Context: an optimization exercise on an open-source flow, tuned for small area. The choices shown serve that exercise and are no tape-out recipe. RTL that was checked went through simulation tests only; none was proved equivalent to the original.

Design cordic_rotation_top, start of the top module:
module cordic_rotation_top(
    input clk, input nreset, input enable,
    input signed [15:0] x_vec_in, input signed [15:0] y_vec_in,
    input [19:0] target_angle,
    output wire signed [15:0] x_vec_out, output wire signed [15:0] y_vec_out,
    output reg done);
Size: roughly 88 I/O pins, about 35,000 µm² of cells after synthesis.
Settings: LEC_CHECK=0, ABC_AREA=1, CAP_MARGIN=20, CORE_MARGIN=2, CORE_UTILIZATION=40, PLACE_DENSITY=0.6, SLEW_MARGIN=20; clock period 6.0 ns.
run.sh (not shown) runs the stock make flow with config.mk's settings and CLKGATE_MAP_FILE= SYNTH_SCRIPT=/design/flow/synth_recipe.tcl, a recipe that flattens the netlist after the stock synthesis.
The first run ran to the end with violations: setup timing.
Then changed:
--- a/flow/design.v
+++ b/flow/design.v
@@ -170,34 +170,34 @@
     reg [15:0] x14_p8;
     reg [15:0] y14_p8;
     reg [0:0] dd14_p8;
     wire [15:0] ysh14;
     wire [15:0] xsh14;
     wire [15:0] yop14;
     wire [15:0] xop14;
     wire [15:0] x15;
     wire [15:0] y15;
-    reg [15:0] x15_p9;
     wire [23:0] mxa;
     wire [23:0] mxb;
     wire [23:0] mx5;
     wire [23:0] mxc;
     wire [23:0] mxd;
     wire [23:0] mx155;
     wire [15:0] mxo;
-    reg [15:0] y15_p9;
+    reg [15:0] mxo_p9;
     wire [23:0] mya;
     wire [23:0] myb;
     wire [23:0] my5;
     wire [23:0] myc;
     wire [23:0] myd;
     wire [23:0] my155;
     wire [15:0] myo;
+    reg [15:0] myo_p9;
     reg [8:0] vld;
     assign t_ge4 = $signed(target_angle) >= $signed(20'h04000);
     assign t_geC = $signed(target_angle) >= $signed(20'h0C000);
     assign t_le4 = $signed(target_angle) <= -$signed(20'h04000);
     assign t_leC = $signed(target_angle) <= -$signed(20'h0C000);
     assign negv = (t_ge4 & ~t_geC) | (t_le4 & ~t_leC);
     assign tpre = t_ge4 ? (t_geC ? target_angle - 20'h10000 : target_angle - 20'h08000) : t_le4 ? (t_leC ? target_angle + 20'h10000 : target_angle + 20'h08000) : target_angle;
     assign big_pos = $signed(tpre) > $signed(20'd18177);
     assign big_neg = $signed(tpre) < -$signed(20'd18177);
@@ -320,34 +320,34 @@
     assign xop13 = xsh13 ^ {16{dd13_p7}};
     assign x14 = x13 + yop13 + {15'd0,~dd13_p7};
     assign y14 = y13 + xop13 + {15'd0,dd13_p7};
     assign ysh14 = $signed(y14_p8) >>> 14;
     assign xsh14 = $signed(x14_p8) >>> 14;
     assign yop14 = ysh14 ^ {16{~dd14_p8}};
     assign xop14 = xsh14 ^ {16{dd14_p8}};
     assign x15 = x14_p8 + yop14 + {15'd0,~dd14_p8};
     assign y15 = y14_p8 + xop14 + {15'd0,dd14_p8};
-    assign mxa = {{8{x15_p9[15]}},x15_p9};
-    assign mxb = {{6{x15_p9[15]}},x15_p9,2'b00};
+    assign mxa = {{8{x15[15]}},x15};
+    assign mxb = {{6{x15[15]}},x15,2'b00};
     assign mx5 = mxa + mxb + {23'd0,1'b0};
     assign mxc = {mx5[18:0],5'b0};
     assign mxd = ~mx5;
     assign mx155 = mxc + mxd + {23'd0,1'b1};
     assign mxo = mx155[23:8];
-    assign mya = {{8{y15_p9[15]}},y15_p9};
-    assign myb = {{6{y15_p9[15]}},y15_p9,2'b00};
+    assign mya = {{8{y15[15]}},y15};
+    assign myb = {{6{y15[15]}},y15,2'b00};
     assign my5 = mya + myb + {23'd0,1'b0};
     assign myc = {my5[18:0],5'b0};
     assign myd = ~my5;
     assign my155 = myc + myd + {23'd0,1'b1};
     assign myo = my155[23:8];
-    assign x_vec_out = mxo;
-    assign y_vec_out = myo;
+    assign x_vec_out = mxo_p9;
+    assign y_vec_out = myo_p9;
     always @(posedge clk) begin
         q2_p1 <= q2;
         q4_p2 <= q4;
         q6_p3 <= q6;
         q8_p4 <= q8;
         q10_p5 <= q10;
         q12_p6 <= q12;
         q14_p7 <= q14;
         xn_p1 <= xn;
@@ -375,20 +375,20 @@
         dd10_p6 <= dd10;
         dd11_p6 <= dd11;
         x12_p7 <= x12;
         y12_p7 <= y12;
         dd12_p7 <= dd12;
         dd13_p7 <= dd13;
         x14_p8 <= x14;
         y14_p8 <= y14;
         dd14_p8 <= dd14;
-        x15_p9 <= x15;
-        y15_p9 <= y15;
+        mxo_p9 <= mxo;
+        myo_p9 <= myo;
     end
     always @(posedge clk) begin
         vld[0] <= nreset & enable;
         vld[1] <= nreset & vld[0];
         vld[2] <= nreset & vld[1];
         vld[3] <= nreset & vld[2];
         vld[4] <= nreset & vld[3];
         vld[5] <= nreset & vld[4];
         vld[6] <= nreset & vld[5];
=> This time the run ran to the end with no violations; clock skew rose by 0.014 ns; non-clock buffer count fell by 43; die area fell by 1.6%; area after synthesis fell by 1.7%; cell count fell by 2.1%; setup slack gains 0.42 ns; wire length fell by 1.4%; final area fell by 1.4%; first-iteration DRC count rose by 11%; via count fell by 3.5%; sequential share of layout area rose by 0.23 points; sequential cell count is unchanged; synthesized cell count fell by 2.4%.
No functional check of the RTL was part of the first run of this note.

========
cordic_rotation_top, a different RTL version from the one above (not shown whole).
For scale: roughly 88 I/O pins, roughly 31,000 µm² of cells after synthesis.
clock: 6.0 ns
lec_check: 0
abc_area: 1
cap_margin: 20
core_margin: 2
core_utilization: 55
cts_cluster_diameter: 100
cts_cluster_size: 30
gpl_timing_driven: 0
place_density: 0.75
slew_margin: 20
Rerun with:
--- a/flow/design.v
+++ b/flow/design.v
@@ -1502,25 +1502,27 @@
     wire [12:0] y14_ta;
     wire [15:0] y14;
     reg [15:0] x14_p8;
     reg [15:0] y14_p8;
     reg [0:0] dd14_p8;
     wire [1:0] x15_op;
     wire [2:0] x15_la;
     wire [2:0] x15_lb;
+    wire [2:0] x15_lo_p;
     wire [3:0] x15_lo_c;
     wire [2:0] x15_lo;
     wire [13:0] x15_hi;
     wire [13:0] x15_u;
     wire [13:0] x15_ta;
     wire [15:0] x15;
     wire [1:0] y15_op;
     wire [2:0] y15_la;
     wire [2:0] y15_lb;
+    wire [2:0] y15_lo_p;
     wire [3:0] y15_lo_c;
     wire [2:0] y15_lo;
     wire [13:0] y15_hi;
     wire [13:0] y15_u;
     wire [13:0] y15_ta;
     wire [15:0] y15;
     wire [23:0] mxa;
     wire [23:0] mxb;
@@ -3617,22 +3619,24 @@
     assign y14_ta[10] = y14_ta[9] & y14_u[9];
     assign y14_ta[11] = y14_ta[10] & y14_u[10];
     assign y14_ta[12] = y14_ta[11] & y14_u[11];
     assign y14_hi = y13[15:3] ^ y14_ta;
     assign y14 = {y14_hi,y14_lo[2:0]};
     assign x15_op = y14_p8[15:14] ^ {2{~dd14_p8}};
     assign x15_la = {1'b0,x14_p8[1:0]};
     assign x15_lb = {1'b0,x15_op};
+    assign x15_lo_p = x15_la ^ x15_lb;
     assign x15_lo_c[0] = ~dd14_p8;
-    genvar x15_lo_i;
-    for (x15_lo_i=0;x15_lo_i<3;x15_lo_i=x15_lo_i+1) begin : x15_lo_g
-        assign x15_lo[x15_lo_i] = x15_la[x15_lo_i] ^ x15_lb[x15_lo_i] ^ x15_lo_c[x15_lo_i];
-        assign x15_lo_c[x15_lo_i+1] = (x15_la[x15_lo_i] & x15_lb[x15_lo_i]) | (x15_la[x15_lo_i] & x15_lo_c[x15_lo_i]) | (x15_lb[x15_lo_i] & x15_lo_c[x15_lo_i]);
-    end
+    assign x15_lo_c[1] = x15_lo_p[0] ? x15_lo_c[0] : x15_la[0];
+    assign x15_lo[0] = x15_lo_p[0] ^ x15_lo_c[0];
+    assign x15_lo_c[2] = x15_lo_p[1] ? x15_lo_c[1] : x15_la[1];
+    assign x15_lo[1] = x15_lo_p[1] ^ x15_lo_c[1];
+    assign x15_lo_c[3] = x15_lo_p[2] ? x15_lo_c[2] : x15_la[2];
+    assign x15_lo[2] = x15_lo_p[2] ^ x15_lo_c[2];
     assign x15_u = x14_p8[15:2] ^ {14{x15_op[1]}};
     assign x15_ta[0] = x15_op[1] ^ x15_lo[2];
     assign x15_ta[1] = x15_ta[0] & x15_u[0];
     assign x15_ta[2] = x15_ta[1] & x15_u[1];
     assign x15_ta[3] = x15_ta[2] & x15_u[2];
     assign x15_ta[4] = x15_ta[3] & x15_u[3];
     assign x15_ta[5] = x15_ta[4] & x15_u[4];
     assign x15_ta[6] = x15_ta[5] & x15_u[5];
@@ -3643,22 +3647,24 @@
     assign x15_ta[11] = x15_ta[10] & x15_u[10];
     assign x15_ta[12] = x15_ta[11] & x15_u[11];
     assign x15_ta[13] = x15_ta[12] & x15_u[12];
     assign x15_hi = x14_p8[15:2] ^ x15_ta;
     assign x15 = {x15_hi,x15_lo[1:0]};
     assign y15_op = x14_p8[15:14] ^ {2{dd14_p8}};
     assign y15_la = {1'b0,y14_p8[1:0]};
     assign y15_lb = {1'b0,y15_op};
+    assign y15_lo_p = y15_la ^ y15_lb;
     assign y15_lo_c[0] = dd14_p8;
-    genvar y15_lo_i;
-    for (y15_lo_i=0;y15_lo_i<3;y15_lo_i=y15_lo_i+1) begin : y15_lo_g
-        assign y15_lo[y15_lo_i] = y15_la[y15_lo_i] ^ y15_lb[y15_lo_i] ^ y15_lo_c[y15_lo_i];
-        assign y15_lo_c[y15_lo_i+1] = (y15_la[y15_lo_i] & y15_lb[y15_lo_i]) | (y15_la[y15_lo_i] & y15_lo_c[y15_lo_i]) | (y15_lb[y15_lo_i] & y15_lo_c[y15_lo_i]);
-    end
+    assign y15_lo_c[1] = y15_lo_p[0] ? y15_lo_c[0] : y15_la[0];
+    assign y15_lo[0] = y15_lo_p[0] ^ y15_lo_c[0];
+    assign y15_lo_c[2] = y15_lo_p[1] ? y15_lo_c[1] : y15_la[1];
+    assign y15_lo[1] = y15_lo_p[1] ^ y15_lo_c[1];
+    assign y15_lo_c[3] = y15_lo_p[2] ? y15_lo_c[2] : y15_la[2];
+    assign y15_lo[2] = y15_lo_p[2] ^ y15_lo_c[2];
     assign y15_u = y14_p8[15:2] ^ {14{y15_op[1]}};
     assign y15_ta[0] = y15_op[1] ^ y15_lo[2];
     assign y15_ta[1] = y15_ta[0] & y15_u[0];
     assign y15_ta[2] = y15_ta[1] & y15_u[1];
     assign y15_ta[3] = y15_ta[2] & y15_u[2];
     assign y15_ta[4] = y15_ta[3] & y15_u[3];
     assign y15_ta[5] = y15_ta[4] & y15_u[4];
     assign y15_ta[6] = y15_ta[5] & y15_u[5];
Outcome: The new run ran to the end with no violations. Fmax hardly moves. Routed wire length goes down by about 2%. Sequential share of layout area barely changes. Non-clock buffer count decreases by 4. First-iteration DRC count fell by 23%. Synthesized cell count went up by 0.61%. Die area rises by 0.45%. Global-route usage falls by 0.20 points.
The RTL of the first run of this note was laid out without a check of its function.

[separate check: timing with driven ports]
How much do the figures lean on ideal ports? The routed layouts below were timed once more, with nothing changed but the port constraints.
Step 1 sets driving cells, clkbuf_16 on the clock port and buf_2 on the other inputs (assumed; they add their load-dependent delay and slew).
Step 2 times the ports against the registers' clock, not the clock port: input delays grow and output delays shrink by t, the midpoint of the rising clock arrivals with the driver on.
a / b / c = no drivers / after step 1 / after step 2; a / b = the first two.
run | t, ns | setup WS [ns] | slew at the worst register clock pin (ns)
the first run of note 1 | 0.643 | -0.082 / -0.142 / 0.088 | 0.06 / 0.06
the second run of note 1 | 0.680 | 0.342 / 0.342 / 0.081 | 0.06 / 0.06
the first run of note 2 | 0.609 | 0.328 / 0.340 / -0.250 | 0.11 / 0.11
the second run of note 2 | 0.604 | 0.328 / 0.328 / -0.209 | 0.12 / 0.12
With both steps, setup timing fails in the first run of note 2 and the second run of note 2, where it was met with ideal ports. For the first run of note 2, which loses most, drivers alone change the setup slack by +0.012 ns; drivers and shift together by -0.578 ns.
